Source: an optimization exercise on an open RTL-to-GDS flow (aim: small area, a short achievable clock period and few clock cycles). Production flows keep margins and buffers that such runs may drop. Only simulation tests tie the RTL to the original design; equivalence was not proved.

## flow/design.v (module list and top-level ports; edited modules follow where they fit)
// module M1: 755 lines
// module m1_rca: 14 lines
// module m1_fa: 4 lines
// module m1_ha: 4 lines
module M1 (
   input  logic         Clock,
   input  logic         Resetn,
   input  logic         start,
   output logic         done,
   input  logic  [15:0] SRAM_read_data,
   output logic  [17:0] SRAM_address,
   output logic  [15:0] SRAM_write_data,
   output logic         SRAM_we_n
);
  // ...
==> flow/flow/run.sh <==
#!/bin/bash
set -euo pipefail
bash standard.sh SETUP_SLACK_MARGIN=10 finish > standard_make.log 2>&1
==> flow/standard.sh <==
#!/bin/bash
# synth_recipe.tcl (not shown) runs the flow's synth.tcl, then flattens the netlist and writes it again
# the make line also repeats each setting of config.mk as NAME=value (left out here)
make -C /OpenROAD-flow-scripts/flow DESIGN_CONFIG=/design/flow/config.mk WORK_HOME=/design/flow/orfs CLKGATE_MAP_FILE= SYNTH_SCRIPT=/design/flow/synth_recipe.tcl "${@:-finish}"
==> flow/config.mk <==
export PLATFORM = sky130hd
export DESIGN_NAME = M1
export DESIGN_NICKNAME = M1
export VERILOG_FILES = /design/flow/design.v
export SDC_FILE = /design/flow/constraint.sdc
export NUM_CORES = 4
export LEC_CHECK = 0
export ABC_CLOCK_PERIOD_IN_PS = 4000
export CAP_MARGIN = 20
export CORE_MARGIN = 2
export CORE_UTILIZATION = 65
export CTS_BUF_LIST = sky130_fd_sc_hd__clkbuf_4 sky130_fd_sc_hd__clkbuf_8
export SETUP_SLACK_MARGIN = 5
export SLEW_MARGIN = 20
export SYNTH_HIERARCHICAL = 1
==> flow/constraint.sdc <==
create_clock -name core_clock -period 14.0 [get_ports {Clock}]
set_input_delay 2.8000 -clock core_clock [delete_from_list [all_inputs] [get_ports {Clock}]]
set_output_delay 2.8000 -clock core_clock [all_outputs]
set_load 0.01 [all_outputs]
==> metrics.cfg, run 1 <==
[die]
core-area_um2=39900
dieArea_um2=42300
rows=73
start_util_pct=66.2

[worst_setup_path]
endpoint=SRAM_we_n
worstSetupPathType=reg -> out
critPathTopFamily=flip-flops
critPathLaunch=we_q
cp-start-kind=flop
cp.depth=2
crit_slowest_cell=dfrtp_1

[run_status]
outcome=timing/DRC/antenna clean

[timing]
slew_headroom_pct=28.3
min_period_ps=3960
max_freq_mhz=253

[detailed_routing]
vias_per_cell=5.95
met2WireLength_mm=30.5
num_vias=16999

[place]
placed_cell_area_um2=27500
io_buffers=54
place_congestion=0.907

[finish]
seq-cell-share_pct=38.6
fin_area_um2=29300
clockBufferCount=107
buf_share_pct=2.49
regMostFlops=win
clkCellAreaFrac_pct=5.50
top_regs=win: 152 flops, SRAM_address: 17 flops
multi_input_area_share_pct=47.7
area_growth_pct=11.0

[worst_hold_path]
hold_depth=0

[synth]
synthArstFlopShare_pct=0.911
synth_area_per_cell_um2=12.3
yosys_warnings=9
yosys.area_share.simple_pct=7.53
netlist_instances=2151
ys_ff_latch=439
synth-main-ff-cell=edfxtp_1

[grt]
grt_use_met3_pct=6.27
first_global_vias=17557
busiest_layer=met2

[clock_tree]
cts_hold_repair.buffers=0

Testbench counts, summed over its fixed seeds: cycles 432,900.
==> module M1, before the edit <==
module M1 (
   input  logic         Clock,
   input  logic         Resetn,
   input  logic         start,
   output logic         done,
   input  logic  [15:0] SRAM_read_data,
   output logic  [17:0] SRAM_address,
   output logic  [15:0] SRAM_write_data,
   output logic         SRAM_we_n
);
localparam [17:0] BASE_U   = 18'd13824;
localparam [17:0] BASE_V   = 18'd20736;
localparam [17:0] BASE_RGB = 18'd220672;
localparam [1:0] S_IDLE = 2'd0, S_FILL = 2'd1, S_RUN = 2'd2;
logic [1:0]  state;
logic [2:0]  ph;         
logic [6:0]  mc;         
logic [13:0] YP;         
logic [12:0] CP;         
logic [15:0] WP;         
logic [7:0]  win [0:19];
logic [7:0]  UB;
logic [7:0]  VBh, VBl;    
logic [7:0]  Yrh, Yrl;    
logic [7:0]  Vp, B0h;
logic [8:0]  ps0, ps1, ps2, ps3, ps4;
logic [9:0]  ps24;
logic [8:0]  fs0, fs1, fs3, fs4;
logic [9:0]  fs24;
logic [12:0] Flo;
logic [9:0]  FhA, FhB, FqA, FqB, Fs;
logic        Fq12;
logic [7:0]  Fc;
m1_rca #(8) u_ps0 (.a(win[1]), .b(win[19]), .ci(1'b0), .s(ps0[7:0]), .co(ps0[8]));
m1_rca #(8) u_ps1 (.a(win[3]), .b(win[17]), .ci(1'b0), .s(ps1[7:0]), .co(ps1[8]));
assign ps2 = {1'b0, win[5]} + {1'b0, win[15]};
m1_rca #(8) u_ps3 (.a(win[7]), .b(win[13]), .ci(1'b0), .s(ps3[7:0]), .co(ps3[8]));
assign ps4 = {1'b0, win[9]} + {1'b0, win[11]};
assign ps24 = {1'b0, ps2} + {1'b0, ps4};
always_ff @(posedge Clock) begin
   fs0 <= ps0;
   fs1 <= ps1;
   fs3 <= ps3;
   fs4 <= ps4;
   fs24 <= ps24;
end
logic [8:0]  nfs0, nfs1, nfs3, nfs4;
logic [9:0]  nfs24;
assign nfs0 = ~fs0;
assign nfs1 = ~fs1;
assign nfs3 = ~fs3;
assign nfs4 = ~fs4;
assign nfs24 = ~fs24;
logic fl1, fl2, fl3, fl4, fl5, fl6, fl7, fl8, fl9, fl10, fl11, fl12, fl13, fl14, fl15, fl16;
logic fl17, fl18, fl19, fl20, fl21, fl22, fl23, fl24, fl25, fl26, fl27, fl28, fl29, fl30, fl31, fl32;
logic fl33, fl34, fl35, fl36, fl37, fl38, fl39, fl40, fl41, fl42, fl43, fl44, fl45, fl46, fl47, fl48;
logic fl49, fl50, fl51, fl52, fl53, fl54, fl55, fl56, fl57, fl58, fl59, fl60, fl61, fl62, fl63, fl64;
logic fl65, fl66, fl67, fl68, fl69, fl70, fl71, fl72, fl73, fl74, fl75, fl76, fl77, fl78, fl79, fl80;
logic fl81, fl82, fl83, fl84, fl85, fl86, fl87, fl88, fl89, fl90, fl91, fl92, fl93, fl94, fl95, fl96;
logic fl97, fl98, fl99, fl100, fl101, fl102, fl103, fl104, fl105, fl106, fl107, fl108, fl109, fl110, fl111, fl112;
logic fl113, fl114, fl115, fl116, fl117, fl118, fl119, fl120, fl121, fl122, fl123, fl124, fl125, fl126, fl127, fl128;
logic fl129, fl130, fl131, fl132, fl133, fl134, fl135, fl136, fl137, fl138, fl139, fl140, fl141, fl142, fl143, fl144;
logic fl145, fl146, fl147, fl148, fl149, fl150, fl151, fl152, fl153, fl154, fl155, fl156, fl157, fl158, fl159, fl160;
logic fl161, fl162, fl163, fl164, fl165, fl166, fl167, fl168, fl169, fl170, fl171, fl172, fl173, fl174, fl175, fl176;
logic fl177, fl178, fl179, fl180, fl181, fl182, fl183, fl184, fl185, fl186, fl187, fl188, fl189, fl190;
m1_ha u_fl1 (.a(fs0[4]), .b(fs0[1]), .s(fl1), .co(fl2));
m1_ha u_fl3 (.a(fs0[5]), .b(fs0[2]), .s(fl3), .co(fl4));
m1_fa u_fl5 (.a(fs0[6]), .b(fs0[3]), .c(nfs1[7]), .s(fl5), .co(fl6));
m1_ha u_fl7 (.a(nfs1[3]), .b(nfs1[2]), .s(fl7), .co(fl8));
m1_fa u_fl9 (.a(fs0[7]), .b(fs0[4]), .c(nfs1[8]), .s(fl9), .co(fl10));
m1_fa u_fl11 (.a(nfs1[4]), .b(nfs1[3]), .c(nfs24[9]), .s(fl11), .co(fl12));
m1_fa u_fl13 (.a(fs0[8]), .b(fs0[5]), .c(nfs1[5]), .s(fl13), .co(fl14));
m1_ha u_fl15 (.a(fs0[6]), .b(nfs1[6]), .s(fl15), .co(fl16));
m1_ha u_fl17 (.a(fs0[7]), .b(nfs1[7]), .s(fl17), .co(fl18));
m1_fa u_fl19 (.a(fs0[3]), .b(fs0[0]), .c(nfs1[4]), .s(fl19), .co(fl20));
m1_ha u_fl21 (.a(nfs1[0]), .b(nfs24[5]), .s(fl21), .co(fl22));
m1_fa u_fl23 (.a(fl1), .b(nfs1[5]), .c(nfs1[1]), .s(fl23), .co(fl24));
m1_fa u_fl25 (.a(nfs1[0]), .b(nfs24[6]), .c(nfs24[3]), .s(fl25), .co(fl26));
m1_ha u_fl27 (.a(fs24[1]), .b(fs3[2]), .s(fl27), .co(fl28));
m1_fa u_fl29 (.a(fl3), .b(nfs1[6]), .c(nfs1[2]), .s(fl29), .co(fl30));
m1_fa u_fl31 (.a(nfs1[1]), .b(nfs24[7]), .c(nfs24[4]), .s(fl31), .co(fl32));
m1_fa u_fl33 (.a(fs24[2]), .b(fs3[3]), .c(fl2), .s(fl33), .co(fl34));
m1_fa u_fl35 (.a(fl5), .b(fl7), .c(nfs24[8]), .s(fl35), .co(fl36));
m1_fa u_fl37 (.a(nfs24[5]), .b(fs24[3]), .c(nfs24[0]), .s(fl37), .co(fl38));
assign fl39 = ~(fs3[4] ^ fl4);
assign fl40 = fs3[4] | fl4;
m1_fa u_fl41 (.a(fl9), .b(fl11), .c(nfs24[6]), .s(fl41), .co(fl42));
m1_fa u_fl43 (.a(fs24[4]), .b(nfs24[1]), .c(fs3[5]), .s(fl43), .co(fl44));
m1_fa u_fl45 (.a(fs3[0]), .b(fl6), .c(fl8), .s(fl45), .co(fl46));
m1_fa u_fl47 (.a(fl13), .b(nfs1[4]), .c(nfs24[7]), .s(fl47), .co(fl48));
m1_fa u_fl49 (.a(fs24[5]), .b(nfs24[2]), .c(fs3[6]), .s(fl49), .co(fl50));
m1_fa u_fl51 (.a(fs3[1]), .b(fl10), .c(fl12), .s(fl51), .co(fl52));
m1_fa u_fl53 (.a(fl15), .b(nfs1[5]), .c(nfs24[8]), .s(fl53), .co(fl54));
m1_fa u_fl55 (.a(fs24[6]), .b(nfs24[3]), .c(fs3[7]), .s(fl55), .co(fl56));
m1_fa u_fl57 (.a(fs3[2]), .b(fs4[0]), .c(fl14), .s(fl57), .co(fl58));
m1_fa u_fl59 (.a(fl17), .b(nfs1[6]), .c(nfs24[9]), .s(fl59), .co(fl60));
m1_fa u_fl61 (.a(fs24[7]), .b(nfs24[4]), .c(fs3[8]), .s(fl61), .co(fl62));
m1_fa u_fl63 (.a(fs3[3]), .b(fs4[1]), .c(fl16), .s(fl63), .co(fl64));
m1_fa u_fl65 (.a(fs0[8]), .b(nfs1[8]), .c(nfs1[7]), .s(fl65), .co(fl66));
m1_fa u_fl67 (.a(fs24[8]), .b(nfs24[5]), .c(fs3[4]), .s(fl67), .co(fl68));
assign fl69 = ~(fs4[2] ^ fl18);
assign fl70 = fs4[2] | fl18;
m1_fa u_fl71 (.a(nfs1[8]), .b(fs24[9]), .c(nfs24[6]), .s(fl71), .co(fl72));
m1_ha u_fl73 (.a(fs0[1]), .b(nfs1[2]), .s(fl73), .co(fl74));
m1_fa u_fl75 (.a(fs0[2]), .b(nfs1[3]), .c(nfs24[4]), .s(fl75), .co(fl76));
m1_fa u_fl77 (.a(fl19), .b(fl21), .c(nfs24[2]), .s(fl77), .co(fl78));
m1_ha u_fl79 (.a(fs24[0]), .b(fs3[1]), .s(fl79), .co(fl80));
m1_fa u_fl81 (.a(fl23), .b(fl25), .c(fl27), .s(fl81), .co(fl82));
assign fl83 = ~(fl20 ^ fl22);
assign fl84 = fl20 | fl22;
m1_fa u_fl85 (.a(fl29), .b(fl31), .c(fl33), .s(fl85), .co(fl86));
m1_fa u_fl87 (.a(fl24), .b(fl26), .c(fl28), .s(fl87), .co(fl88));
m1_fa u_fl89 (.a(fl35), .b(fl37), .c(fl39), .s(fl89), .co(fl90));
m1_fa u_fl91 (.a(fl30), .b(fl32), .c(fl34), .s(fl91), .co(fl92));
m1_fa u_fl93 (.a(fl41), .b(fl43), .c(fl45), .s(fl93), .co(fl94));
m1_fa u_fl95 (.a(fl36), .b(fl38), .c(fl40), .s(fl95), .co(fl96));
m1_fa u_fl97 (.a(fl47), .b(fl49), .c(fl51), .s(fl97), .co(fl98));
m1_fa u_fl99 (.a(fl42), .b(fl44), .c(fl46), .s(fl99), .co(fl100));
m1_fa u_fl101 (.a(fl53), .b(fl55), .c(fl57), .s(fl101), .co(fl102));
m1_fa u_fl103 (.a(fl48), .b(fl50), .c(fl52), .s(fl103), .co(fl104));
m1_fa u_fl105 (.a(fl59), .b(fl61), .c(fl63), .s(fl105), .co(fl106));
m1_fa u_fl107 (.a(fl54), .b(fl56), .c(fl58), .s(fl107), .co(fl108));
m1_fa u_fl109 (.a(fl65), .b(fl67), .c(fl69), .s(fl109), .co(fl110));
m1_fa u_fl111 (.a(fl60), .b(fl62), .c(fl64), .s(fl111), .co(fl112));
m1_fa u_fl113 (.a(fl71), .b(fs3[5]), .c(fs4[3]), .s(fl113), .co(fl114));
m1_fa u_fl115 (.a(fl66), .b(fl68), .c(fl70), .s(fl115), .co(fl116));
m1_fa u_fl117 (.a(nfs24[7]), .b(fs3[6]), .c(fs4[4]), .s(fl117), .co(fl118));
m1_ha u_fl119 (.a(nfs24[8]), .b(fs3[7]), .s(fl119), .co(fl120));
m1_ha u_fl121 (.a(nfs24[9]), .b(fs3[8]), .s(fl121), .co(fl122));
m1_ha u_fl123 (.a(fl73), .b(nfs24[3]), .s(fl123), .co(fl124));
m1_fa u_fl125 (.a(fl75), .b(nfs24[1]), .c(fs3[0]), .s(fl125), .co(fl126));
m1_fa u_fl127 (.a(fl77), .b(fl79), .c(fl76), .s(fl127), .co(fl128));
m1_fa u_fl129 (.a(fl81), .b(fl83), .c(fl78), .s(fl129), .co(fl130));
m1_fa u_fl131 (.a(fl85), .b(fl87), .c(fl82), .s(fl131), .co(fl132));
m1_fa u_fl133 (.a(fl89), .b(fl91), .c(fl86), .s(fl133), .co(fl134));
m1_fa u_fl135 (.a(fl93), .b(fl95), .c(fl90), .s(fl135), .co(fl136));
m1_fa u_fl137 (.a(fl97), .b(fl99), .c(fl94), .s(fl137), .co(fl138));
m1_fa u_fl139 (.a(fl101), .b(fl103), .c(fl98), .s(fl139), .co(fl140));
m1_fa u_fl141 (.a(fl105), .b(fl107), .c(fl102), .s(fl141), .co(fl142));
m1_fa u_fl143 (.a(fl109), .b(fl111), .c(fl106), .s(fl143), .co(fl144));
m1_fa u_fl145 (.a(fl113), .b(fl115), .c(fl110), .s(fl145), .co(fl146));
m1_fa u_fl147 (.a(fl117), .b(fl72), .c(fl114), .s(fl147), .co(fl148));
m1_fa u_fl149 (.a(fl119), .b(fs4[5]), .c(fl118), .s(fl149), .co(fl150));
m1_fa u_fl151 (.a(fl121), .b(fs4[6]), .c(fl120), .s(fl151), .co(fl152));
m1_ha u_fl153 (.a(nfs1[0]), .b(nfs24[1]), .s(fl153), .co(fl154));
m1_fa u_fl155 (.a(fs0[0]), .b(nfs1[1]), .c(nfs24[2]), .s(fl155), .co(fl156));
assign fl157 = ~(fl123 ^ nfs24[0]);
assign fl158 = fl123 | nfs24[0];
m1_fa u_fl159 (.a(fl125), .b(fl74), .c(fl124), .s(fl159), .co(fl160));
assign fl161 = ~(fl127 ^ fl126);
assign fl162 = fl127 | fl126;
m1_fa u_fl163 (.a(fl129), .b(fl80), .c(fl128), .s(fl163), .co(fl164));
m1_fa u_fl165 (.a(fl131), .b(fl84), .c(fl130), .s(fl165), .co(fl166));
m1_fa u_fl167 (.a(fl133), .b(fl88), .c(fl132), .s(fl167), .co(fl168));
m1_fa u_fl169 (.a(fl135), .b(fl92), .c(fl134), .s(fl169), .co(fl170));
m1_fa u_fl171 (.a(fl137), .b(fl96), .c(fl136), .s(fl171), .co(fl172));
m1_fa u_fl173 (.a(fl139), .b(fl100), .c(fl138), .s(fl173), .co(fl174));
m1_fa u_fl175 (.a(fl141), .b(fl104), .c(fl140), .s(fl175), .co(fl176));
m1_fa u_fl177 (.a(fl143), .b(fl108), .c(fl142), .s(fl177), .co(fl178));
m1_fa u_fl179 (.a(fl145), .b(fl112), .c(fl144), .s(fl179), .co(fl180));
m1_fa u_fl181 (.a(fl147), .b(fl116), .c(fl146), .s(fl181), .co(fl182));
assign fl183 = ~(fl149 ^ fl148);
assign fl184 = fl149 | fl148;
assign fl185 = ~(fl151 ^ fl150);
assign fl186 = fl151 | fl150;
m1_fa u_fl187 (.a(fs4[7]), .b(fl122), .c(fl152), .s(fl187), .co(fl188));
assign fl189 = ~fs4[8];
assign fl190 = fs4[8];
assign Flo = {1'b0, {fl173, fl171, fl169, fl167, fl165, fl163, fl161, fl159, fl157, fl155, fl153, nfs24[0]}} + {1'b0, {fl172, fl170, fl168, fl166, fl164, fl162, fl160, fl158, fl156, fl154, 1'b1, 1'b1}};
assign FhA = {1'b1, 1'b1, fl189, fl187, fl185, fl183, fl181, fl179, fl177, fl175};
assign FhB = {1'b0, fl190, fl188, fl186, fl184, fl182, fl180, fl178, fl176, fl174};
always_ff @(posedge Clock) begin
   FqA <= FhA;
   FqB <= FhB;
   Fq12 <= Flo[12];
end
assign Fs = FqA + FqB + {9'd0, Fq12};
assign Fc = Fs[9] ? 8'h00 : Fs[8] ? 8'hFF : Fs[7:0];
logic        odd_sel;
logic [7:0]  Yi, Ui, Vi;
logic [15:0] Rlo, Glo, Blo;
logic [9:0]  RhA, RhB, GhA, GhB, RqA, RqB, GqA, GqB;
logic [10:0] BhA, BhB, BqA, BqB;
logic        Rq15, Gq15, Bq15;
logic [9:0]  Rr, Gr;
logic [10:0] Br;
logic [7:0]  Rc, Gc, Bc;
always_ff @(posedge Clock) begin
   Yi <= odd_sel ? Yrl : Yrh;
   if (!odd_sel) Ui <= win[8];
   else if (up_ld) Ui <= Fc;        
   Vi <= odd_sel ? Vp : win[7];
end
logic [7:0]  nYi, nUi, nVi;
assign nYi = ~Yi;
assign nUi = ~Ui;
assign nVi = ~Vi;
logic px1, px2, px3, px4, px5, px6, px7, px8, px9, px10, px11, px12, px13, px14, px15, px16;
logic px17, px18, px19, px20, px21, px22, px23, px24, px25, px26, px27, px28, px29, px30, px31, px32;
logic px33, px34, px35, px36, px37, px38, px39, px40, px41, px42, px43, px44, px45, px46, px47, px48;
logic px49, px50, px51, px52, px53, px54, px55, px56, px57, px58, px59, px60, px61, px62, px63, px64;
logic px65, px66, px67, px68, px69, px70, px71, px72, px73, px74, px75, px76, px77, px78, px79, px80;
logic px81, px82, px83, px84, px85, px86, px87, px88, px89, px90, px91, px92, px93, px94, px95, px96;
logic px97, px98, px99, px100, px101, px102, px103, px104, px105, px106, px107, px108, px109, px110, px111, px112;
logic px113, px114, px115, px116, px117, px118, px119, px120, px121, px122, px123, px124, px125, px126, px127, px128;
logic px129, px130, px131, px132, px133, px134, px135, px136, px137, px138, px139, px140, px141, px142, px143, px144;
logic px145, px146, px147, px148, px149, px150, px151, px152, px153, px154, px155, px156, px157, px158, px159, px160;
logic px161, px162, px163, px164, px165, px166, px167, px168, px169, px170, px171, px172, px173, px174, px175, px176;
logic px177, px178, px179, px180, px181, px182, px183, px184, px185, px186, px187, px188, px189, px190, px191, px192;
logic px193, px194, px195, px196, px197, px198, px199, px200, px201, px202, px203, px204, px205, px206, px207, px208;
logic px209, px210, px211, px212, px213, px214, px215, px216, px217, px218, px219, px220, px221, px222, px223, px224;
logic px225, px226, px227, px228, px229, px230, px231, px232, px233, px234, px235, px236, px237, px238, px239, px240;
logic px241, px242, px243, px244, px245, px246, px247, px248, px249, px250, px251, px252, px253, px254, px255, px256;
logic px257, px258, px259, px260, px261, px262, px263, px264, px265, px266, px267, px268, px269, px270, px271, px272;
logic px273, px274, px275, px276, px277, px278, px279, px280, px281, px282, px283, px284, px285, px286, px287, px288;
logic px289, px290, px291, px292, px293, px294, px295, px296, px297, px298, px299, px300, px301, px302, px303, px304;
logic px305, px306, px307, px308, px309, px310, px311, px312, px313, px314, px315, px316, px317, px318, px319, px320;
logic px321, px322, px323, px324, px325, px326, px327, px328, px329, px330, px331, px332, px333, px334, px335, px336;
logic px337, px338, px339, px340, px341, px342, px343, px344, px345, px346, px347, px348, px349, px350, px351, px352;
logic px353, px354, px355, px356, px357, px358, px359, px360, px361, px362, px363, px364, px365, px366, px367, px368;
logic px369, px370, px371, px372, px373, px374, px375, px376, px377, px378, px379, px380, px381, px382, px383, px384;
logic px385, px386, px387, px388, px389, px390, px391, px392, px393, px394, px395, px396, px397, px398, px399, px400;
logic px401, px402, px403, px404, px405, px406, px407, px408, px409, px410, px411, px412, px413, px414, px415, px416;
logic px417, px418, px419, px420, px421, px422, px423, px424, px425, px426, px427, px428, px429, px430, px431, px432;
logic px433, px434, px435, px436, px437, px438, px439, px440, px441, px442, px443, px444, px445, px446, px447, px448;
logic px449, px450, px451, px452, px453, px454, px455, px456, px457, px458, px459, px460, px461, px462, px463, px464;
logic px465, px466, px467, px468, px469, px470, px471, px472, px473, px474, px475, px476, px477, px478, px479, px480;
logic px481, px482, px483, px484, px485, px486, px487, px488, px489, px490, px491, px492, px493, px494, px495, px496;
logic px497, px498, px499, px500, px501, px502, px503, px504, px505, px506, px507, px508, px509, px510, px511, px512;
logic px513, px514, px515, px516, px517, px518, px519, px520, px521, px522, px523, px524, px525, px526, px527, px528;
m1_ha u_px1 (.a(Yi[7]), .b(Yi[5]), .s(px1), .co(px2));
m1_ha u_px3 (.a(Yi[6]), .b(Yi[4]), .s(px3), .co(px4));
m1_ha u_px5 (.a(Yi[7]), .b(Yi[5]), .s(px5), .co(px6));
m1_ha u_px7 (.a(Yi[4]), .b(Yi[2]), .s(px7), .co(px8));
m1_fa u_px9 (.a(Yi[5]), .b(Yi[3]), .c(Yi[1]), .s(px9), .co(px10));
m1_fa u_px11 (.a(Yi[6]), .b(Yi[4]), .c(Yi[2]), .s(px11), .co(px12));
m1_fa u_px13 (.a(px1), .b(Yi[3]), .c(Yi[0]), .s(px13), .co(px14));
m1_fa u_px15 (.a(px3), .b(Yi[1]), .c(px2), .s(px15), .co(px16));
m1_fa u_px17 (.a(px5), .b(Yi[2]), .c(px4), .s(px17), .co(px18));
m1_fa u_px19 (.a(Yi[6]), .b(Yi[3]), .c(px6), .s(px19), .co(px20));
m1_ha u_px21 (.a(Yi[7]), .b(Yi[4]), .s(px21), .co(px22));
m1_ha u_px23 (.a(Yi[2]), .b(Yi[0]), .s(px23), .co(px24));
assign px25 = ~(Yi[3] ^ Yi[1]);
assign px26 = Yi[3] | Yi[1];
assign px27 = ~(px7 ^ Yi[0]);
assign px28 = px7 | Yi[0];
assign px29 = ~(px9 ^ px8);
assign px30 = px9 | px8;
assign px31 = ~(px11 ^ px10);
assign px32 = px11 | px10;
assign px33 = ~(px13 ^ px12);
assign px34 = px13 | px12;
assign px35 = ~(px15 ^ px14);
assign px36 = px15 | px14;
assign px37 = ~(px17 ^ px16);
assign px38 = px17 | px16;
assign px39 = ~(px19 ^ px18);
assign px40 = px19 | px18;
assign px41 = ~(px21 ^ px20);
assign px42 = px21 | px20;
assign px43 = ~(Yi[5] ^ px22);
assign px44 = Yi[5] | px22;
assign px45 = ~Yi[6];
assign px46 = Yi[6];
assign px47 = ~Yi[7];
assign px48 = Yi[7];
m1_ha u_px49 (.a(Yi[6]), .b(Yi[4]), .s(px49), .co(px50));
m1_fa u_px51 (.a(Yi[7]), .b(Yi[5]), .c(Yi[3]), .s(px51), .co(px52));
m1_fa u_px53 (.a(Yi[0]), .b(Vi[5]), .c(Vi[4]), .s(px53), .co(px54));
m1_fa u_px55 (.a(Yi[6]), .b(Yi[4]), .c(Yi[1]), .s(px55), .co(px56));
m1_ha u_px57 (.a(Vi[6]), .b(Vi[5]), .s(px57), .co(px58));
m1_fa u_px59 (.a(Yi[7]), .b(Yi[5]), .c(Yi[2]), .s(px59), .co(px60));
m1_ha u_px61 (.a(Vi[7]), .b(Vi[6]), .s(px61), .co(px62));
m1_ha u_px63 (.a(Yi[6]), .b(Yi[3]), .s(px63), .co(px64));
m1_fa u_px65 (.a(nYi[7]), .b(Yi[0]), .c(Vi[7]), .s(px65), .co(px66));
m1_ha u_px67 (.a(Yi[2]), .b(Yi[0]), .s(px67), .co(px68));
m1_fa u_px69 (.a(Yi[3]), .b(Yi[1]), .c(Vi[5]), .s(px69), .co(px70));
m1_ha u_px71 (.a(Vi[1]), .b(Vi[0]), .s(px71), .co(px72));
m1_fa u_px73 (.a(Yi[4]), .b(Yi[2]), .c(Yi[0]), .s(px73), .co(px74));
m1_fa u_px75 (.a(Vi[6]), .b(Vi[2]), .c(Vi[1]), .s(px75), .co(px76));
m1_fa u_px77 (.a(Yi[5]), .b(Yi[3]), .c(Yi[1]), .s(px77), .co(px78));
m1_fa u_px79 (.a(Vi[7]), .b(Vi[3]), .c(Vi[2]), .s(px79), .co(px80));
m1_fa u_px81 (.a(px49), .b(Yi[2]), .c(Vi[4]), .s(px81), .co(px82));
assign px83 = ~(Vi[3] ^ Vi[0]);
assign px84 = Vi[3] | Vi[0];
m1_fa u_px85 (.a(px51), .b(px53), .c(Vi[1]), .s(px85), .co(px86));
assign px87 = ~(Vi[0] ^ px50);
assign px88 = Vi[0] | px50;
m1_fa u_px89 (.a(px55), .b(px57), .c(Vi[2]), .s(px89), .co(px90));
m1_fa u_px91 (.a(Vi[1]), .b(px52), .c(px54), .s(px91), .co(px92));
m1_fa u_px93 (.a(px59), .b(px61), .c(Vi[3]), .s(px93), .co(px94));
m1_fa u_px95 (.a(Vi[2]), .b(px56), .c(px58), .s(px95), .co(px96));
m1_fa u_px97 (.a(px63), .b(Vi[7]), .c(Vi[4]), .s(px97), .co(px98));
m1_fa u_px99 (.a(Vi[3]), .b(px60), .c(px62), .s(px99), .co(px100));
m1_fa u_px101 (.a(Yi[7]), .b(Yi[4]), .c(Vi[5]), .s(px101), .co(px102));
m1_ha u_px103 (.a(Vi[4]), .b(px64), .s(px103), .co(px104));
m1_fa u_px105 (.a(Yi[5]), .b(Vi[6]), .c(Vi[5]), .s(px105), .co(px106));
m1_ha u_px107 (.a(nYi[4]), .b(Vi[4]), .s(px107), .co(px108));
m1_fa u_px109 (.a(nYi[5]), .b(Vi[5]), .c(Vi[3]), .s(px109), .co(px110));
m1_fa u_px111 (.a(nYi[6]), .b(Vi[6]), .c(Vi[4]), .s(px111), .co(px112));
m1_fa u_px113 (.a(px65), .b(Vi[5]), .c(Vi[2]), .s(px113), .co(px114));
m1_fa u_px115 (.a(Yi[1]), .b(Vi[6]), .c(Vi[3]), .s(px115), .co(px116));
m1_fa u_px117 (.a(px67), .b(Vi[7]), .c(Vi[4]), .s(px117), .co(px118));
m1_fa u_px119 (.a(px69), .b(px71), .c(px68), .s(px119), .co(px120));
m1_fa u_px121 (.a(px73), .b(px75), .c(px70), .s(px121), .co(px122));
m1_fa u_px123 (.a(px77), .b(px79), .c(px74), .s(px123), .co(px124));
m1_fa u_px125 (.a(px81), .b(px83), .c(px78), .s(px125), .co(px126));
m1_fa u_px127 (.a(px85), .b(px87), .c(px82), .s(px127), .co(px128));
m1_fa u_px129 (.a(px89), .b(px91), .c(px86), .s(px129), .co(px130));
m1_fa u_px131 (.a(px93), .b(px95), .c(px90), .s(px131), .co(px132));
m1_fa u_px133 (.a(px97), .b(px99), .c(px94), .s(px133), .co(px134));
m1_fa u_px135 (.a(px101), .b(px103), .c(px98), .s(px135), .co(px136));
m1_fa u_px137 (.a(px105), .b(px102), .c(px104), .s(px137), .co(px138));
m1_fa u_px139 (.a(Yi[6]), .b(Vi[7]), .c(Vi[6]), .s(px139), .co(px140));
m1_ha u_px141 (.a(nYi[0]), .b(Vi[0]), .s(px141), .co(px142));
m1_ha u_px143 (.a(nYi[1]), .b(Vi[1]), .s(px143), .co(px144));
m1_fa u_px145 (.a(nYi[2]), .b(Vi[2]), .c(Vi[0]), .s(px145), .co(px146));
m1_fa u_px147 (.a(nYi[3]), .b(Vi[3]), .c(Vi[1]), .s(px147), .co(px148));
assign px149 = ~(px107 ^ Vi[2]);
assign px150 = px107 | Vi[2];
m1_fa u_px151 (.a(px109), .b(Vi[0]), .c(px108), .s(px151), .co(px152));
m1_fa u_px153 (.a(px111), .b(Vi[1]), .c(px110), .s(px153), .co(px154));
assign px155 = ~(px113 ^ px112);
assign px156 = px113 | px112;
m1_fa u_px157 (.a(px115), .b(px66), .c(px114), .s(px157), .co(px158));
m1_fa u_px159 (.a(px117), .b(Vi[0]), .c(px116), .s(px159), .co(px160));
assign px161 = ~(px119 ^ px118);
assign px162 = px119 | px118;
m1_fa u_px163 (.a(px121), .b(px72), .c(px120), .s(px163), .co(px164));
m1_fa u_px165 (.a(px123), .b(px76), .c(px122), .s(px165), .co(px166));
m1_fa u_px167 (.a(px125), .b(px80), .c(px124), .s(px167), .co(px168));
m1_fa u_px169 (.a(px127), .b(px84), .c(px126), .s(px169), .co(px170));
m1_fa u_px171 (.a(px129), .b(px88), .c(px128), .s(px171), .co(px172));
m1_fa u_px173 (.a(px131), .b(px92), .c(px130), .s(px173), .co(px174));
m1_fa u_px175 (.a(px133), .b(px96), .c(px132), .s(px175), .co(px176));
m1_fa u_px177 (.a(px135), .b(px100), .c(px134), .s(px177), .co(px178));
assign px179 = ~(px137 ^ px136);
assign px180 = px137 | px136;
m1_fa u_px181 (.a(px139), .b(px106), .c(px138), .s(px181), .co(px182));
m1_fa u_px183 (.a(Yi[7]), .b(Vi[7]), .c(px140), .s(px183), .co(px184));
m1_ha u_px185 (.a(Yi[6]), .b(Yi[4]), .s(px185), .co(px186));
m1_fa u_px187 (.a(Yi[7]), .b(Yi[5]), .c(Yi[3]), .s(px187), .co(px188));
m1_ha u_px189 (.a(Yi[6]), .b(Yi[4]), .s(px189), .co(px190));
m1_ha u_px191 (.a(Yi[7]), .b(Yi[5]), .s(px191), .co(px192));
m1_ha u_px193 (.a(nYi[5]), .b(nUi[6]), .s(px193), .co(px194));
m1_fa u_px195 (.a(nYi[6]), .b(nUi[7]), .c(nUi[5]), .s(px195), .co(px196));
m1_fa u_px197 (.a(nYi[7]), .b(Yi[0]), .c(nUi[6]), .s(px197), .co(px198));
m1_ha u_px199 (.a(Yi[1]), .b(nUi[7]), .s(px199), .co(px200));
m1_ha u_px201 (.a(Yi[2]), .b(Yi[0]), .s(px201), .co(px202));
m1_fa u_px203 (.a(Yi[3]), .b(Yi[1]), .c(nUi[6]), .s(px203), .co(px204));
m1_fa u_px205 (.a(Yi[4]), .b(Yi[2]), .c(Yi[0]), .s(px205), .co(px206));
m1_fa u_px207 (.a(Yi[5]), .b(Yi[3]), .c(Yi[1]), .s(px207), .co(px208));
m1_fa u_px209 (.a(nUi[4]), .b(nUi[1]), .c(nUi[0]), .s(px209), .co(px210));
m1_fa u_px211 (.a(px185), .b(Yi[2]), .c(nUi[5]), .s(px211), .co(px212));
m1_fa u_px213 (.a(nUi[2]), .b(nUi[1]), .c(nVi[3]), .s(px213), .co(px214));
m1_ha u_px215 (.a(nVi[1]), .b(nVi[0]), .s(px215), .co(px216));
m1_fa u_px217 (.a(px187), .b(Yi[0]), .c(nUi[6]), .s(px217), .co(px218));
m1_fa u_px219 (.a(nUi[3]), .b(nUi[2]), .c(nVi[4]), .s(px219), .co(px220));
m1_fa u_px221 (.a(nVi[2]), .b(nVi[1]), .c(px186), .s(px221), .co(px222));
m1_fa u_px223 (.a(px189), .b(Yi[1]), .c(nUi[7]), .s(px223), .co(px224));
m1_fa u_px225 (.a(nUi[4]), .b(nUi[3]), .c(nVi[5]), .s(px225), .co(px226));
m1_fa u_px227 (.a(nVi[3]), .b(nVi[2]), .c(px188), .s(px227), .co(px228));
m1_fa u_px229 (.a(px191), .b(Yi[2]), .c(nUi[5]), .s(px229), .co(px230));
m1_fa u_px231 (.a(nUi[4]), .b(nVi[6]), .c(nVi[4]), .s(px231), .co(px232));
assign px233 = ~(nVi[3] ^ px190);
assign px234 = nVi[3] | px190;
m1_fa u_px235 (.a(Yi[6]), .b(Yi[3]), .c(nUi[6]), .s(px235), .co(px236));
m1_fa u_px237 (.a(nUi[5]), .b(nVi[7]), .c(nVi[5]), .s(px237), .co(px238));
m1_ha u_px239 (.a(nVi[4]), .b(px192), .s(px239), .co(px240));
m1_fa u_px241 (.a(Yi[7]), .b(Yi[4]), .c(nUi[7]), .s(px241), .co(px242));
m1_fa u_px243 (.a(nUi[6]), .b(nVi[6]), .c(nVi[5]), .s(px243), .co(px244));
m1_ha u_px245 (.a(nYi[2]), .b(nUi[3]), .s(px245), .co(px246));
m1_fa u_px247 (.a(nYi[3]), .b(nUi[4]), .c(nUi[2]), .s(px247), .co(px248));
m1_ha u_px249 (.a(nUi[1]), .b(nVi[0]), .s(px249), .co(px250));
m1_fa u_px251 (.a(nYi[4]), .b(nUi[5]), .c(nUi[3]), .s(px251), .co(px252));
m1_fa u_px253 (.a(nUi[2]), .b(nUi[0]), .c(nVi[1]), .s(px253), .co(px254));
m1_fa u_px255 (.a(px193), .b(nUi[4]), .c(nUi[3]), .s(px255), .co(px256));
assign px257 = ~(nUi[1] ^ nVi[2]);
assign px258 = nUi[1] | nVi[2];
m1_fa u_px259 (.a(px195), .b(nUi[4]), .c(nUi[2]), .s(px259), .co(px260));
assign px261 = ~(nVi[3] ^ px194);
assign px262 = nVi[3] | px194;
m1_fa u_px263 (.a(px197), .b(nUi[5]), .c(nUi[3]), .s(px263), .co(px264));
assign px265 = ~(nVi[4] ^ px196);
assign px266 = nVi[4] | px196;
m1_fa u_px267 (.a(px199), .b(nUi[6]), .c(nUi[4]), .s(px267), .co(px268));
m1_fa u_px269 (.a(nUi[0]), .b(nVi[5]), .c(px198), .s(px269), .co(px270));
m1_fa u_px271 (.a(px201), .b(nUi[7]), .c(nUi[5]), .s(px271), .co(px272));
m1_fa u_px273 (.a(nUi[1]), .b(nVi[6]), .c(px200), .s(px273), .co(px274));
m1_fa u_px275 (.a(px203), .b(nUi[2]), .c(nVi[7]), .s(px275), .co(px276));
assign px277 = ~(nVi[0] ^ px202);
assign px278 = nVi[0] | px202;
m1_fa u_px279 (.a(px205), .b(nUi[7]), .c(nUi[3]), .s(px279), .co(px280));
m1_fa u_px281 (.a(nUi[0]), .b(nVi[1]), .c(px204), .s(px281), .co(px282));
m1_fa u_px283 (.a(px207), .b(px209), .c(nVi[2]), .s(px283), .co(px284));
assign px285 = ~(nVi[0] ^ px206);
assign px286 = nVi[0] | px206;
m1_fa u_px287 (.a(px211), .b(px213), .c(px215), .s(px287), .co(px288));
assign px289 = ~(px208 ^ px210);
assign px290 = px208 | px210;
m1_fa u_px291 (.a(px217), .b(px219), .c(px221), .s(px291), .co(px292));
m1_fa u_px293 (.a(px212), .b(px214), .c(px216), .s(px293), .co(px294));
m1_fa u_px295 (.a(px223), .b(px225), .c(px227), .s(px295), .co(px296));
m1_fa u_px297 (.a(px218), .b(px220), .c(px222), .s(px297), .co(px298));
m1_fa u_px299 (.a(px229), .b(px231), .c(px233), .s(px299), .co(px300));
m1_fa u_px301 (.a(px224), .b(px226), .c(px228), .s(px301), .co(px302));
m1_fa u_px303 (.a(px235), .b(px237), .c(px239), .s(px303), .co(px304));
m1_fa u_px305 (.a(px230), .b(px232), .c(px234), .s(px305), .co(px306));
m1_fa u_px307 (.a(px241), .b(px243), .c(px236), .s(px307), .co(px308));
assign px309 = ~(px238 ^ px240);
assign px310 = px238 | px240;
m1_fa u_px311 (.a(Yi[5]), .b(nUi[7]), .c(nVi[7]), .s(px311), .co(px312));
m1_fa u_px313 (.a(nVi[6]), .b(px242), .c(px244), .s(px313), .co(px314));
m1_ha u_px315 (.a(Yi[6]), .b(nVi[7]), .s(px315), .co(px316));
m1_ha u_px317 (.a(nYi[1]), .b(nUi[2]), .s(px317), .co(px318));
m1_fa u_px319 (.a(px245), .b(nUi[1]), .c(nUi[0]), .s(px319), .co(px320));
m1_fa u_px321 (.a(px247), .b(px249), .c(px246), .s(px321), .co(px322));
m1_fa u_px323 (.a(px251), .b(px253), .c(px248), .s(px323), .co(px324));
m1_fa u_px325 (.a(px255), .b(px257), .c(px252), .s(px325), .co(px326));
m1_fa u_px327 (.a(px259), .b(px261), .c(px256), .s(px327), .co(px328));
m1_fa u_px329 (.a(px263), .b(px265), .c(px260), .s(px329), .co(px330));
m1_fa u_px331 (.a(px267), .b(px269), .c(px264), .s(px331), .co(px332));
m1_fa u_px333 (.a(px271), .b(px273), .c(px268), .s(px333), .co(px334));
m1_fa u_px335 (.a(px275), .b(px277), .c(px272), .s(px335), .co(px336));
m1_fa u_px337 (.a(px279), .b(px281), .c(px276), .s(px337), .co(px338));
m1_fa u_px339 (.a(px283), .b(px285), .c(px280), .s(px339), .co(px340));
m1_fa u_px341 (.a(px287), .b(px289), .c(px284), .s(px341), .co(px342));
m1_fa u_px343 (.a(px291), .b(px293), .c(px288), .s(px343), .co(px344));
m1_fa u_px345 (.a(px295), .b(px297), .c(px292), .s(px345), .co(px346));
m1_fa u_px347 (.a(px299), .b(px301), .c(px296), .s(px347), .co(px348));
m1_fa u_px349 (.a(px303), .b(px305), .c(px300), .s(px349), .co(px350));
m1_fa u_px351 (.a(px307), .b(px309), .c(px304), .s(px351), .co(px352));
m1_fa u_px353 (.a(px311), .b(px313), .c(px308), .s(px353), .co(px354));
m1_fa u_px355 (.a(px315), .b(px312), .c(px314), .s(px355), .co(px356));
m1_ha u_px357 (.a(nYi[0]), .b(nUi[1]), .s(px357), .co(px358));
assign px359 = ~(px317 ^ nUi[0]);
assign px360 = px317 | nUi[0];
assign px361 = ~(px319 ^ px318);
assign px362 = px319 | px318;
assign px363 = ~(px321 ^ px320);
assign px364 = px321 | px320;
m1_fa u_px365 (.a(px323), .b(px250), .c(px322), .s(px365), .co(px366));
m1_fa u_px367 (.a(px325), .b(px254), .c(px324), .s(px367), .co(px368));
m1_fa u_px369 (.a(px327), .b(px258), .c(px326), .s(px369), .co(px370));
m1_fa u_px371 (.a(px329), .b(px262), .c(px328), .s(px371), .co(px372));
m1_fa u_px373 (.a(px331), .b(px266), .c(px330), .s(px373), .co(px374));
m1_fa u_px375 (.a(px333), .b(px270), .c(px332), .s(px375), .co(px376));
m1_fa u_px377 (.a(px335), .b(px274), .c(px334), .s(px377), .co(px378));
m1_fa u_px379 (.a(px337), .b(px278), .c(px336), .s(px379), .co(px380));
m1_fa u_px381 (.a(px339), .b(px282), .c(px338), .s(px381), .co(px382));
m1_fa u_px383 (.a(px341), .b(px286), .c(px340), .s(px383), .co(px384));
m1_fa u_px385 (.a(px343), .b(px290), .c(px342), .s(px385), .co(px386));
m1_fa u_px387 (.a(px345), .b(px294), .c(px344), .s(px387), .co(px388));
m1_fa u_px389 (.a(px347), .b(px298), .c(px346), .s(px389), .co(px390));
m1_fa u_px391 (.a(px349), .b(px302), .c(px348), .s(px391), .co(px392));
m1_fa u_px393 (.a(px351), .b(px306), .c(px350), .s(px393), .co(px394));
m1_fa u_px395 (.a(px353), .b(px310), .c(px352), .s(px395), .co(px396));
assign px397 = ~(px355 ^ px354);
assign px398 = px355 | px354;
m1_fa u_px399 (.a(Yi[7]), .b(px316), .c(px356), .s(px399), .co(px400));
m1_fa u_px401 (.a(nYi[4]), .b(Ui[5]), .c(Ui[3]), .s(px401), .co(px402));
m1_fa u_px403 (.a(nYi[5]), .b(Ui[6]), .c(Ui[4]), .s(px403), .co(px404));
m1_fa u_px405 (.a(nYi[6]), .b(Ui[7]), .c(Ui[5]), .s(px405), .co(px406));
m1_ha u_px407 (.a(Ui[4]), .b(Ui[2]), .s(px407), .co(px408));
m1_fa u_px409 (.a(nYi[7]), .b(Yi[0]), .c(Ui[6]), .s(px409), .co(px410));
assign px411 = ~(Ui[5] ^ Ui[3]);
assign px412 = Ui[5] | Ui[3];
m1_fa u_px413 (.a(Yi[1]), .b(Ui[7]), .c(Ui[6]), .s(px413), .co(px414));
assign px415 = ~(Ui[4] ^ Ui[0]);
assign px416 = Ui[4] | Ui[0];
m1_fa u_px417 (.a(Yi[2]), .b(Yi[0]), .c(Ui[7]), .s(px417), .co(px418));
assign px419 = ~(Ui[5] ^ Ui[1]);
assign px420 = Ui[5] | Ui[1];
m1_fa u_px421 (.a(Yi[3]), .b(Yi[1]), .c(Ui[6]), .s(px421), .co(px422));
m1_fa u_px423 (.a(Yi[4]), .b(Yi[2]), .c(Yi[0]), .s(px423), .co(px424));
m1_ha u_px425 (.a(Ui[7]), .b(Ui[3]), .s(px425), .co(px426));
m1_fa u_px427 (.a(Yi[5]), .b(Yi[3]), .c(Yi[1]), .s(px427), .co(px428));
m1_fa u_px429 (.a(Yi[6]), .b(Yi[4]), .c(Yi[2]), .s(px429), .co(px430));
m1_fa u_px431 (.a(Yi[7]), .b(Yi[5]), .c(Yi[3]), .s(px431), .co(px432));
m1_ha u_px433 (.a(Yi[0]), .b(Ui[6]), .s(px433), .co(px434));
m1_fa u_px435 (.a(Yi[6]), .b(Yi[4]), .c(Yi[1]), .s(px435), .co(px436));
assign px437 = ~(Ui[7] ^ Ui[0]);
assign px438 = Ui[7] | Ui[0];
m1_fa u_px439 (.a(Yi[7]), .b(Yi[5]), .c(Yi[2]), .s(px439), .co(px440));
m1_ha u_px441 (.a(Yi[6]), .b(Yi[3]), .s(px441), .co(px442));
m1_ha u_px443 (.a(nYi[2]), .b(Ui[3]), .s(px443), .co(px444));
m1_fa u_px445 (.a(nYi[3]), .b(Ui[4]), .c(Ui[2]), .s(px445), .co(px446));
m1_fa u_px447 (.a(px401), .b(Ui[2]), .c(Ui[0]), .s(px447), .co(px448));
m1_fa u_px449 (.a(px403), .b(Ui[3]), .c(Ui[1]), .s(px449), .co(px450));
m1_fa u_px451 (.a(px405), .b(px407), .c(px404), .s(px451), .co(px452));
m1_fa u_px453 (.a(px409), .b(px411), .c(px406), .s(px453), .co(px454));
m1_fa u_px455 (.a(px413), .b(px415), .c(px410), .s(px455), .co(px456));
m1_fa u_px457 (.a(px417), .b(px419), .c(px414), .s(px457), .co(px458));
m1_fa u_px459 (.a(px421), .b(Ui[2]), .c(px418), .s(px459), .co(px460));
m1_fa u_px461 (.a(px423), .b(px425), .c(px422), .s(px461), .co(px462));
m1_fa u_px463 (.a(px427), .b(Ui[4]), .c(px424), .s(px463), .co(px464));
m1_fa u_px465 (.a(px429), .b(Ui[5]), .c(px428), .s(px465), .co(px466));
m1_fa u_px467 (.a(px431), .b(px433), .c(px430), .s(px467), .co(px468));
m1_fa u_px469 (.a(px435), .b(px437), .c(px432), .s(px469), .co(px470));
m1_fa u_px471 (.a(px439), .b(Ui[1]), .c(px436), .s(px471), .co(px472));
m1_fa u_px473 (.a(px441), .b(Ui[2]), .c(px440), .s(px473), .co(px474));
m1_fa u_px475 (.a(Yi[7]), .b(Yi[4]), .c(Ui[3]), .s(px475), .co(px476));
m1_ha u_px477 (.a(Yi[5]), .b(Ui[4]), .s(px477), .co(px478));
m1_ha u_px479 (.a(Yi[6]), .b(Ui[5]), .s(px479), .co(px480));
m1_ha u_px481 (.a(Yi[7]), .b(Ui[6]), .s(px481), .co(px482));
m1_ha u_px483 (.a(nYi[0]), .b(Ui[1]), .s(px483), .co(px484));
m1_fa u_px485 (.a(nYi[1]), .b(Ui[2]), .c(Ui[0]), .s(px485), .co(px486));
m1_fa u_px487 (.a(px443), .b(Ui[1]), .c(Ui[0]), .s(px487), .co(px488));
m1_fa u_px489 (.a(px445), .b(Ui[1]), .c(px444), .s(px489), .co(px490));
assign px491 = ~(px447 ^ px446);
assign px492 = px447 | px446;
m1_fa u_px493 (.a(px449), .b(px402), .c(px448), .s(px493), .co(px494));
assign px495 = ~(px451 ^ px450);
assign px496 = px451 | px450;
m1_fa u_px497 (.a(px453), .b(px408), .c(px452), .s(px497), .co(px498));
m1_fa u_px499 (.a(px455), .b(px412), .c(px454), .s(px499), .co(px500));
m1_fa u_px501 (.a(px457), .b(px416), .c(px456), .s(px501), .co(px502));
m1_fa u_px503 (.a(px459), .b(px420), .c(px458), .s(px503), .co(px504));
assign px505 = ~(px461 ^ px460);
assign px506 = px461 | px460;
m1_fa u_px507 (.a(px463), .b(px426), .c(px462), .s(px507), .co(px508));
assign px509 = ~(px465 ^ px464);
assign px510 = px465 | px464;
assign px511 = ~(px467 ^ px466);
assign px512 = px467 | px466;
m1_fa u_px513 (.a(px469), .b(px434), .c(px468), .s(px513), .co(px514));
m1_fa u_px515 (.a(px471), .b(px438), .c(px470), .s(px515), .co(px516));
assign px517 = ~(px473 ^ px472);
assign px518 = px473 | px472;
m1_fa u_px519 (.a(px475), .b(px442), .c(px474), .s(px519), .co(px520));
assign px521 = ~(px477 ^ px476);
assign px522 = px477 | px476;
assign px523 = ~(px479 ^ px478);
assign px524 = px479 | px478;
assign px525 = ~(px481 ^ px480);
assign px526 = px481 | px480;
m1_ha u_px527 (.a(Ui[7]), .b(px482), .s(px527), .co(px528));
assign Rlo = {1'b0, {px167, px165, px163, px161, px159, px157, px155, px153, px151, px149, px147, px145, px143, px141, 1'b0}} + {1'b0, {px166, px164, px162, px160, px158, px156, px154, px152, px150, px148, px146, px144, px142, 1'b1, 1'b0}};
assign RhA = {1'b1, 1'b1, px183, px181, px179, px177, px175, px173, px171, px169};
assign RhB = {1'b0, px184, px182, px180, px178, px176, px174, px172, px170, px168};
assign Glo = {1'b0, {px383, px381, px379, px377, px375, px373, px371, px369, px367, px365, px363, px361, px359, px357, nUi[0]}} + {1'b0, {px382, px380, px378, px376, px374, px372, px370, px368, px366, px364, px362, px360, px358, 1'b1, 1'b1}};
assign GhA = {1'b1, 1'b1, px399, px397, px395, px393, px391, px389, px387, px385};
assign GhB = {1'b0, px400, px398, px396, px394, px392, px390, px388, px386, px384};
assign Blo = {1'b0, {px509, px507, px505, px503, px501, px499, px497, px495, px493, px491, px489, px487, px485, px483, Ui[0]}} + {1'b0, {px508, px506, px504, px502, px500, px498, px496, px494, px492, px490, px488, px486, px484, 1'b1, 1'b0}};
assign BhA = {1'b1, 1'b1, px527, px525, px523, px521, px519, px517, px515, px513, px511};
assign BhB = {1'b0, px528, px526, px524, px522, px520, px518, px516, px514, px512, px510};
always_ff @(posedge Clock) begin
   RqA <= RhA; RqB <= RhB; Rq15 <= Rlo[15];
   GqA <= GhA; GqB <= GhB; Gq15 <= Glo[15];
   BqA <= BhA; BqB <= BhB; Bq15 <= Blo[15];
end
assign Rr = RqA + RqB + {9'd0, Rq15};
assign Gr = GqA + GqB + {9'd0, Gq15};
assign Br = BqA + BqB + {10'd0, Bq15};
assign Rc = Rr[9] ? 8'h00 : Rr[8] ? 8'hFF : Rr[7:0];
assign Gc = Gr[9] ? 8'h00 : Gr[8] ? 8'hFF : Gr[7:0];
assign Bc = Br[10] ? 8'h00 : (Br[9] | Br[8]) ? 8'hFF : Br[7:0];
logic run, fill;
logic last_row;
assign run   = (state == S_RUN);
assign fill  = (state == S_FILL);
assign last_row = CP[12] & CP[11] & CP[9] & CP[8];    
logic f_last, f_neg, f_odd, f_ubus, f_uub, f_vbh, f_vbl;
logic [6:0] mc_new, m_new;
logic upd_flags;
assign mc_new = (state == S_FILL) ? 7'd0 : mc + 7'd1;
assign m_new  = mc_new - 7'd1;
assign upd_flags = (state == S_FILL) || (state == S_RUN && ph == 3'd4);
always_ff @(posedge Clock) begin
   if (upd_flags) begin
      f_last <= (mc_new == 7'd96);
      f_neg  <= (mc_new == 7'd0);
      f_odd  <= ~mc_new[0];
      f_ubus <= mc_new[0] && mc_new != 7'd0 && m_new <= 7'd88;
      f_uub  <= ~mc_new[0] && (mc_new == 7'd0 || m_new <= 7'd89);
      f_vbh  <= ~mc_new[0] && (mc_new == 7'd0 || m_new <= 7'd87);
      f_vbl  <= mc_new[0] && mc_new != 7'd0 && m_new <= 7'd88;
   end
end
localparam [2:0] SH_NONE = 3'd0, SH_BUS = 3'd1, SH_VBH = 3'd2, SH_VBL = 3'd3,
                 SH_UB = 3'd4, SH_CLAMP = 3'd5;
logic [2:0] sh;
logic ub_ld, vb_ld, y_ld, up_ld, vp_ld;
always_comb begin
   sh = SH_NONE;
   ub_ld = 1'b0; vb_ld = 1'b0; y_ld = 1'b0; up_ld = 1'b0; vp_ld = 1'b0;
   odd_sel = 1'b1;
   if (run) begin
      case (ph)
         3'd0: up_ld = 1'b1;
         3'd1: ;
         3'd2: begin
            if (f_last) begin                    
               sh = SH_BUS; vb_ld = 1'b1;
            end else if (f_ubus) begin
               sh = SH_BUS; ub_ld = 1'b1;
            end else if (f_uub) begin
               sh = SH_UB;
            end else
               sh = SH_CLAMP;
            if (f_vbh) vb_ld = 1'b1;
         end
         3'd3: begin
            y_ld = 1'b1;
            if (f_last) begin                    
               sh = SH_BUS; ub_ld = 1'b1;
            end else if (f_vbh)
               sh = SH_VBH;
            else if (f_vbl)
               sh = SH_VBL;
            else
               sh = SH_CLAMP;
         end
         default: begin  
            vp_ld = 1'b1;
            odd_sel = 1'b0;
            if (f_last) sh = SH_CLAMP;           
         end
      endcase
   end else if (fill) begin
      case (mc[4:0])
         5'd2:  begin sh = SH_BUS; vb_ld = 1'b1; end    
         5'd3:  begin sh = SH_BUS; ub_ld = 1'b1; end    
         5'd12: sh = SH_VBL;                            
         5'd13: sh = SH_UB;                             
         5'd14: begin sh = SH_BUS; vb_ld = 1'b1; end    
         5'd15: begin sh = SH_BUS; ub_ld = 1'b1; end    
         5'd16: sh = SH_VBL;                            
         5'd17: sh = SH_UB;                             
         5'd18: begin sh = SH_BUS; vb_ld = 1'b1; end    
         5'd19: begin sh = SH_BUS; ub_ld = 1'b1; end    
         5'd20: sh = SH_VBL;                            
         default: if (mc >= 7'd4) sh = SH_CLAMP;
      endcase
   end
end
logic [7:0] sh_in;
always_comb begin
   case (sh)
      SH_BUS:  sh_in = SRAM_read_data[15:8];
      SH_VBH:  sh_in = VBh;
      SH_VBL:  sh_in = VBl;
      SH_UB:   sh_in = UB;
      default: sh_in = win[18];
   endcase
end
always_ff @(posedge Clock) begin
   if (sh != SH_NONE) begin
      for (int i = 0; i < 19; i++) win[i] <= win[i+1];
      win[19] <= sh_in;
   end
   if (ub_ld) UB <= SRAM_read_data[7:0];
   VBh <= SRAM_read_data[15:8];
   Yrh <= SRAM_read_data[15:8];
   if (vb_ld) VBl <= SRAM_read_data[7:0];
   if (y_ld)  Yrl <= SRAM_read_data[7:0];
   if (vp_ld) Vp <= Fc;
   B0h <= Bc;
   case (ph)
      3'd1:    SRAM_write_data <= {Rc, Gc};
      3'd2:    SRAM_write_data <= {B0h, Rc};
      default: SRAM_write_data <= {Gc, Bc};
   endcase
end
logic we_q;
assign SRAM_we_n = ~we_q;
always_ff @(posedge Clock or negedge Resetn) begin
   if (~Resetn) begin
      state <= S_IDLE;
      done <= 1'b0;
      we_q <= 1'b0;
   end else begin
      we_q <= 1'b0;
      case (state)
         S_IDLE: if (start) begin
            done <= 1'b0;
            state <= S_FILL;
         end
         S_FILL: if (mc == 7'd20) state <= S_RUN;
         default: begin  
            if ((ph == 3'd1 || ph == 3'd2 || ph == 3'd3) && !f_neg) we_q <= 1'b1;
            if (ph == 3'd4 && f_last) begin
               if (last_row) begin
                  state <= S_IDLE;
                  done <= 1'b1;
               end else
                  state <= S_FILL;
            end
         end
      endcase
   end
end
always_ff @(posedge Clock) begin
   SRAM_address <= {2'b11, WP};        
   case (state)
      S_IDLE: begin
         if (start) begin
            mc <= 7'd0;
            YP <= 14'd0;
            CP <= 13'd0;
            WP <= BASE_RGB[15:0];
            SRAM_address <= BASE_V;               
         end
      end
      S_FILL: begin
         mc <= (mc == 7'd20) ? 7'd0 : mc + 7'd1;
         case (mc[4:0])
            5'd0:  begin SRAM_address <= BASE_U + CP; CP <= CP + 13'd1; end
            5'd11: SRAM_address <= BASE_V + CP;
            5'd12: begin SRAM_address <= BASE_U + CP; CP <= CP + 13'd1; end
            5'd15: SRAM_address <= BASE_V + CP;
            5'd16: begin SRAM_address <= BASE_U + CP; CP <= CP + 13'd1; end
            5'd20: SRAM_address <= BASE_V + CP;   
            default: ;
         endcase
         ph <= 3'd0;
      end
      default: begin  
         ph <= (ph == 3'd4) ? 3'd0 : ph + 3'd1;
         case (ph)
            3'd0: begin
               if (!f_last) begin
                  SRAM_address <= {4'd0, YP};
                  YP <= YP + 14'd1;
               end else if (!last_row) begin
                  SRAM_address <= BASE_U + CP;
                  CP <= CP + 13'd1;
               end
            end
            3'd1, 3'd2, 3'd3: begin
               if (!f_neg) begin
                  SRAM_address <= {2'b11, WP};
                  WP <= WP + 16'd1;
               end
            end
            default: begin  
               if (f_last) begin
                  mc <= 7'd5;
               end else begin
                  mc <= mc + 7'd1;
                  if (mc == 7'd95) begin
                     if (!last_row) SRAM_address <= BASE_V + CP;    
                  end else if (mc[0] && mc <= 7'd87) begin
                     SRAM_address <= BASE_V + CP;                   
                  end else if (!mc[0] && mc <= 7'd88) begin
                     SRAM_address <= BASE_U + CP;                   
                     CP <= CP + 13'd1;
                  end
               end
            end
         endcase
      end
   endcase
end
endmodule
==> run 2, diff against run 1 <==
--- a/flow/design.v
+++ b/flow/design.v
@@ -589,8 +589,11 @@
    odd_sel = 1'b1;
    if (run) begin
       case (ph)
-         3'd0: up_ld = 1'b1;
-         3'd1: ;
+         3'd0: begin
+            up_ld = 1'b1;
+            if (f_neg) begin sh = SH_BUS; ub_ld = 1'b1; end    
+         end
+         3'd1: if (f_neg) sh = SH_VBL;                       
          3'd2: begin
             if (f_last) begin                    
                sh = SH_BUS; vb_ld = 1'b1;
@@ -630,8 +633,6 @@
          5'd16: sh = SH_VBL;                            
          5'd17: sh = SH_UB;                             
          5'd18: begin sh = SH_BUS; vb_ld = 1'b1; end    
-         5'd19: begin sh = SH_BUS; ub_ld = 1'b1; end    
-         5'd20: sh = SH_VBL;                            
          default: if (mc >= 7'd4) sh = SH_CLAMP;
       endcase
    end
@@ -678,7 +679,7 @@
             done <= 1'b0;
             state <= S_FILL;
          end
-         S_FILL: if (mc == 7'd20) state <= S_RUN;
+         S_FILL: if (mc == 7'd18) state <= S_RUN;
          default: begin  
             if ((ph == 3'd1 || ph == 3'd2 || ph == 3'd3) && !f_neg) we_q <= 1'b1;
             if (ph == 3'd4 && f_last) begin
@@ -705,14 +706,14 @@
          end
       end
       S_FILL: begin
-         mc <= (mc == 7'd20) ? 7'd0 : mc + 7'd1;
+         mc <= (mc == 7'd18) ? 7'd0 : mc + 7'd1;
          case (mc[4:0])
             5'd0:  begin SRAM_address <= BASE_U + CP; CP <= CP + 13'd1; end
             5'd11: SRAM_address <= BASE_V + CP;
             5'd12: begin SRAM_address <= BASE_U + CP; CP <= CP + 13'd1; end
             5'd15: SRAM_address <= BASE_V + CP;
             5'd16: begin SRAM_address <= BASE_U + CP; CP <= CP + 13'd1; end
-            5'd20: SRAM_address <= BASE_V + CP;   
+            5'd18: SRAM_address <= BASE_V + CP;   
             default: ;
          endcase
          ph <= 3'd0;
--- a/flow/config.mk
+++ b/flow/config.mk
@@ -9,7 +9,8 @@
 export CAP_MARGIN = 20
 export CORE_MARGIN = 2
 export CORE_UTILIZATION = 65
-export CTS_BUF_LIST = sky130_fd_sc_hd__clkbuf_4 sky130_fd_sc_hd__clkbuf_8
+export CTS_CLUSTER_DIAMETER = 60
+export CTS_CLUSTER_SIZE = 25
 export SETUP_SLACK_MARGIN = 5
 export SLEW_MARGIN = 20
 export SYNTH_HIERARCHICAL = 1
==> metrics.cfg, run 2 <==
[clock_tree]
clockRootBuffer=clkbuf_16  ; was clkbuf_8
cts_hold_repair.buffers=0  ; unchanged
cts_tree=done  ; unchanged
clockBufferDepth=3  ; unchanged
cts_made_buffers=35  ; was 73
cts_sinks=439  ; unchanged
cts_max_level=2  ; was 3
clk_latency_ps=580  ; was 650 ps
path_clk_slew_ps=80  ; was 60 ps

[run_status]
outcome=timing/DRC/antenna clean  ; unchanged

[timing]
slew_headroom_pct=27.9  ; was 28.3%
timing.hold.ws_ps=382  ; was 349 ps
hold_viol=0  ; unchanged
finalClockSkew_ps=45.6  ; was 40.5 ps
layout_worst_path_cycle_share_pct=28.3  ; about the same
max_freq_mhz=252  ; was 253 MHz
setup_tns_ps=0  ; unchanged
final-setup-viol-count=0  ; unchanged
rsz0062_at_grt=no  ; was yes
tightest_slew_ps=1080  ; was 1070 ps
drv_slew=0  ; unchanged
min_period_ps=3970  ; was 3960 ps

[finish]
regMostFlops=win  ; unchanged
final_util_pct=72.8  ; was 73.5%
layout_commonest_cell=fa_1  ; unchanged
layout.nets=2746  ; was 2,785
drive_above_1_share_pct=8.75  ; was 12.4%
final_cell_mix=283 x fa_1, 258 x inv_1, 250 x edfxtp_1  ; was 283 x fa_1, 250 x edfxtp_1, 245 x inv_1
area_growth_pct=10.2  ; was 11.0%
largest_reg_flops=152  ; unchanged
final.fill_count=2779  ; was 2,682
fin_cells=2790  ; was 2,859
top_regs=win: 152 flops, SRAM_address: 17 flops  ; unchanged

[worst_setup_path]
cp_num_buf_inv=1  ; was 2
critPathTopFamily=flip-flops  ; unchanged
cp_data_arrival_time_ps=1170  ; was 1160 ps
cp_data_required_time_ps=11200  ; about the same
crit_slowest_cell=dfxtp_1  ; was dfrtp_1
cp-start-kind=flop  ; unchanged
worstSetupPathType=reg -> out  ; unchanged
worstPathCellList=dlygate4sd2_1  ; was inv_1 > buf_2
reg2reg_slack_ps=10060  ; was 10,050 ps
worstPathMaxFanout=1  ; unchanged
max_stage_delay_ps=330  ; was 370 ps
cp-end-kind=output port  ; unchanged

[die]
die_w_um=205  ; was 206 µm
io_pins=55  ; unchanged
die_h_um=205  ; was 206 µm
start_util_pct=66.1  ; was 66.2%
core-area_um2=39900  ; unchanged
dieArea_um2=42200  ; was 42,300 µm²
rows=73  ; unchanged

[detailed_routing]
drtIter0Drc=1481  ; was 1,311
wl_mm=61.1  ; was 62.3 mm
wl_per_cell_um=21.9  ; was 21.8 µm
drc=0  ; unchanged
dr.pass1.iters=6  ; unchanged
num_vias=16729  ; was 17.0k
vias_per_cell=6.00  ; was 5.95
final_antenna_net_count=0  ; unchanged

[synth]
synth.most_common_cell=fa_1  ; unchanged
synth_edf_count=250  ; unchanged
synth_area_per_cell_um2=12.3  ; about the same
synth-main-ff-cell=edfxtp_1  ; unchanged
synth_top_cell_by_area=edfxtp_1  ; unchanged
yosysSeqAreaShare_pct=42.9  ; was 42.8%
netlist.area_leader.share_pct=28.5  ; was 28.4%
ys_ff_latch=439  ; unchanged
yosys_warnings=9  ; unchanged
synthArstFlopShare_pct=0.911  ; unchanged
yosys-top-cells-count=292 x fa_1, 269 x inv_1, 250 x edfxtp_1  ; was 292 x fa_1, 254 x inv_1, 250 x edfxtp_1
synth_area_leaders=edfxtp_1 28%, fa_1 22%, dfxtp_1 14%  ; unchanged
netlist_instances=2146  ; was 2,151
synthDistinctLibCells=85  ; unchanged
syn-cell-area_um2=26400  ; about the same

[place]
post-place-cells=2692  ; was 2,693
dpl.hpwl_mm=46.1  ; was 46.7 mm
place_congestion=0.947  ; was 0.907
io_buffers=54  ; unchanged

[grt]
grt_max_degree=77  ; was 83
antenna_found_initial=4  ; was 2
grt_overflow=0  ; unchanged
gr-usage-all-layers_pct=30.2  ; was 31.0%
first_global_vias=17229  ; was 17.6k
grt_pass1_wl_mm=95.6  ; was 97.6 mm

[job]
cap_violations=0  ; unchanged

[worst_hold_path]
hp-class=reg -> reg  ; unchanged

run 2: changes by cell type after synthesis, moves of 9 or more:
cell | before | now
a21o_1 | 40 | 29
a21oi_1 | 83 | 97
a221oi_1 | 12 | 21
inv_1 | 254 | 269
nand2_1 | 127 | 115
o221a_2 | 9 | 0
run 2: metrics by stage:
stage | area [µm²] | worst slack (ps)
final | 29100 | 10030
after global routing | 29100 | 9970
after CTS | 28800 | 9960
after detailed placement | 27500 | 8950
after global placement | 27500 | 9170
after floorplan | 26400 | 10010
run 2: logic make-up after synthesis:
| kind of cell | after synthesis | synth area share (%) |
|---|---|---|
| multiplexers | 24 | 0.992 |
| flip-flops | 439 | 42.9 |
| XOR/XNOR | 81 | 2.75 |
| buffers and inverters | 323 | 4.77 |
| AO/OA/AOI/OAI | 394 | 9.93 |
| AND/OR/NAND/NOR | 394 | 7.08 |
| adder cells (fa/ha/maj) | 490 | 31.6 |
| other | 1 | 0.0142 |
run 2: modules after synthesis (local to each module, per instance), a selection:
| module | cells inside | flip-flops and latches |
|---|---|---|
| m1_ha | 1 | 0 |
| M1 | 1826 | 439 |
| m1_fa | 1 | 0 |
run 2: path summary, 6_finish.rpt:
check | startpoint | end | depth (start not counted)
worst max-delay path | SRAM_address[8] | SRAM_address[8] | 1
worst min-delay path | fs4[8] | FqB[8] | 0
worst max register to register | win[3][0] | fs1[7] | 8
worst min register to register | fs4[8] | FqB[8] | 0
max in group asynchronous | Resetn | state[0] | 1
min in group asynchronous | Resetn | state[1] | 1
run 2: what timing repair did:
| action | in CTS | in global routing |
|---|---|---|
| cloned | 3 | 0 |
| pin swaps | 4 | 5 |
| hold endpoints to repair | 0 | 0 |
| endpoints found under the setup margin | 236 | 116 |
| setup buffers | 9 | 21 |
| resized for setup | 75 | 31 |
run 2: layout make-up:
type / count / area, µm² / area share (%)
Multi-Input combinational cell: 1389 / 14000 / 48.0
Inverter: 275 / 1060 / 3.63
Clock inverter: 26 / 294 / 1.01
Tap cell: 525 / 657 / 2.26
Clock buffer: 38 / 908 / 3.13
Timing Repair Buffer: 97 / 856 / 2.94
Sequential cell: 439 / 11300 / 39.0
Antenna cell: 1 / 2.50 / 0.00861
run 2: layer usage:
layer | up-vias | global-route usage [%] | share of wire (%)
met4 | 2 | 7.37 | 2.0
met1 | 8441 | 43.1 | 43
met2 | 639 | 47.4 | 46
met5 | - | 0 | 0.011
li1 | 7558 | - | -
met3 | 89 | 7.24 | 9.3
Testbench counts of run 2, summed over its fixed seeds: cycles 431,172.

## re-timing with driven ports
The flow's constraints put no driver on any port. The routed layouts listed below were extracted and timed again, unchanged, in two steps.
Step 1 sets driving cells, clkbuf_16 on the clock port and buf_2 on the other inputs (assumed; they add their load-dependent delay and slew).
Step 2 times the ports against the registers' clock, not the clock port: input delays grow and output delays shrink by t, the midpoint of the rising clock arrivals with the driver on.
Slacks: ideal / step 1 / step 2; pairs: ideal / step 1.
run | t (ns) | setup slack, ns | worst hold slack (ns)
run 1 | 0.678 | 10.042 / 9.989 / 9.395 | 0.349 / 0.349 / 0.349
run 2 | 0.616 | 10.034 / 9.974 / 9.489 | 0.382 / 0.382 / 0.382
After both steps setup and hold are still met in every run listed. For run 1, which loses most, drivers alone change the setup slack by -0.053 ns; drivers and shift together by -0.647 ns.
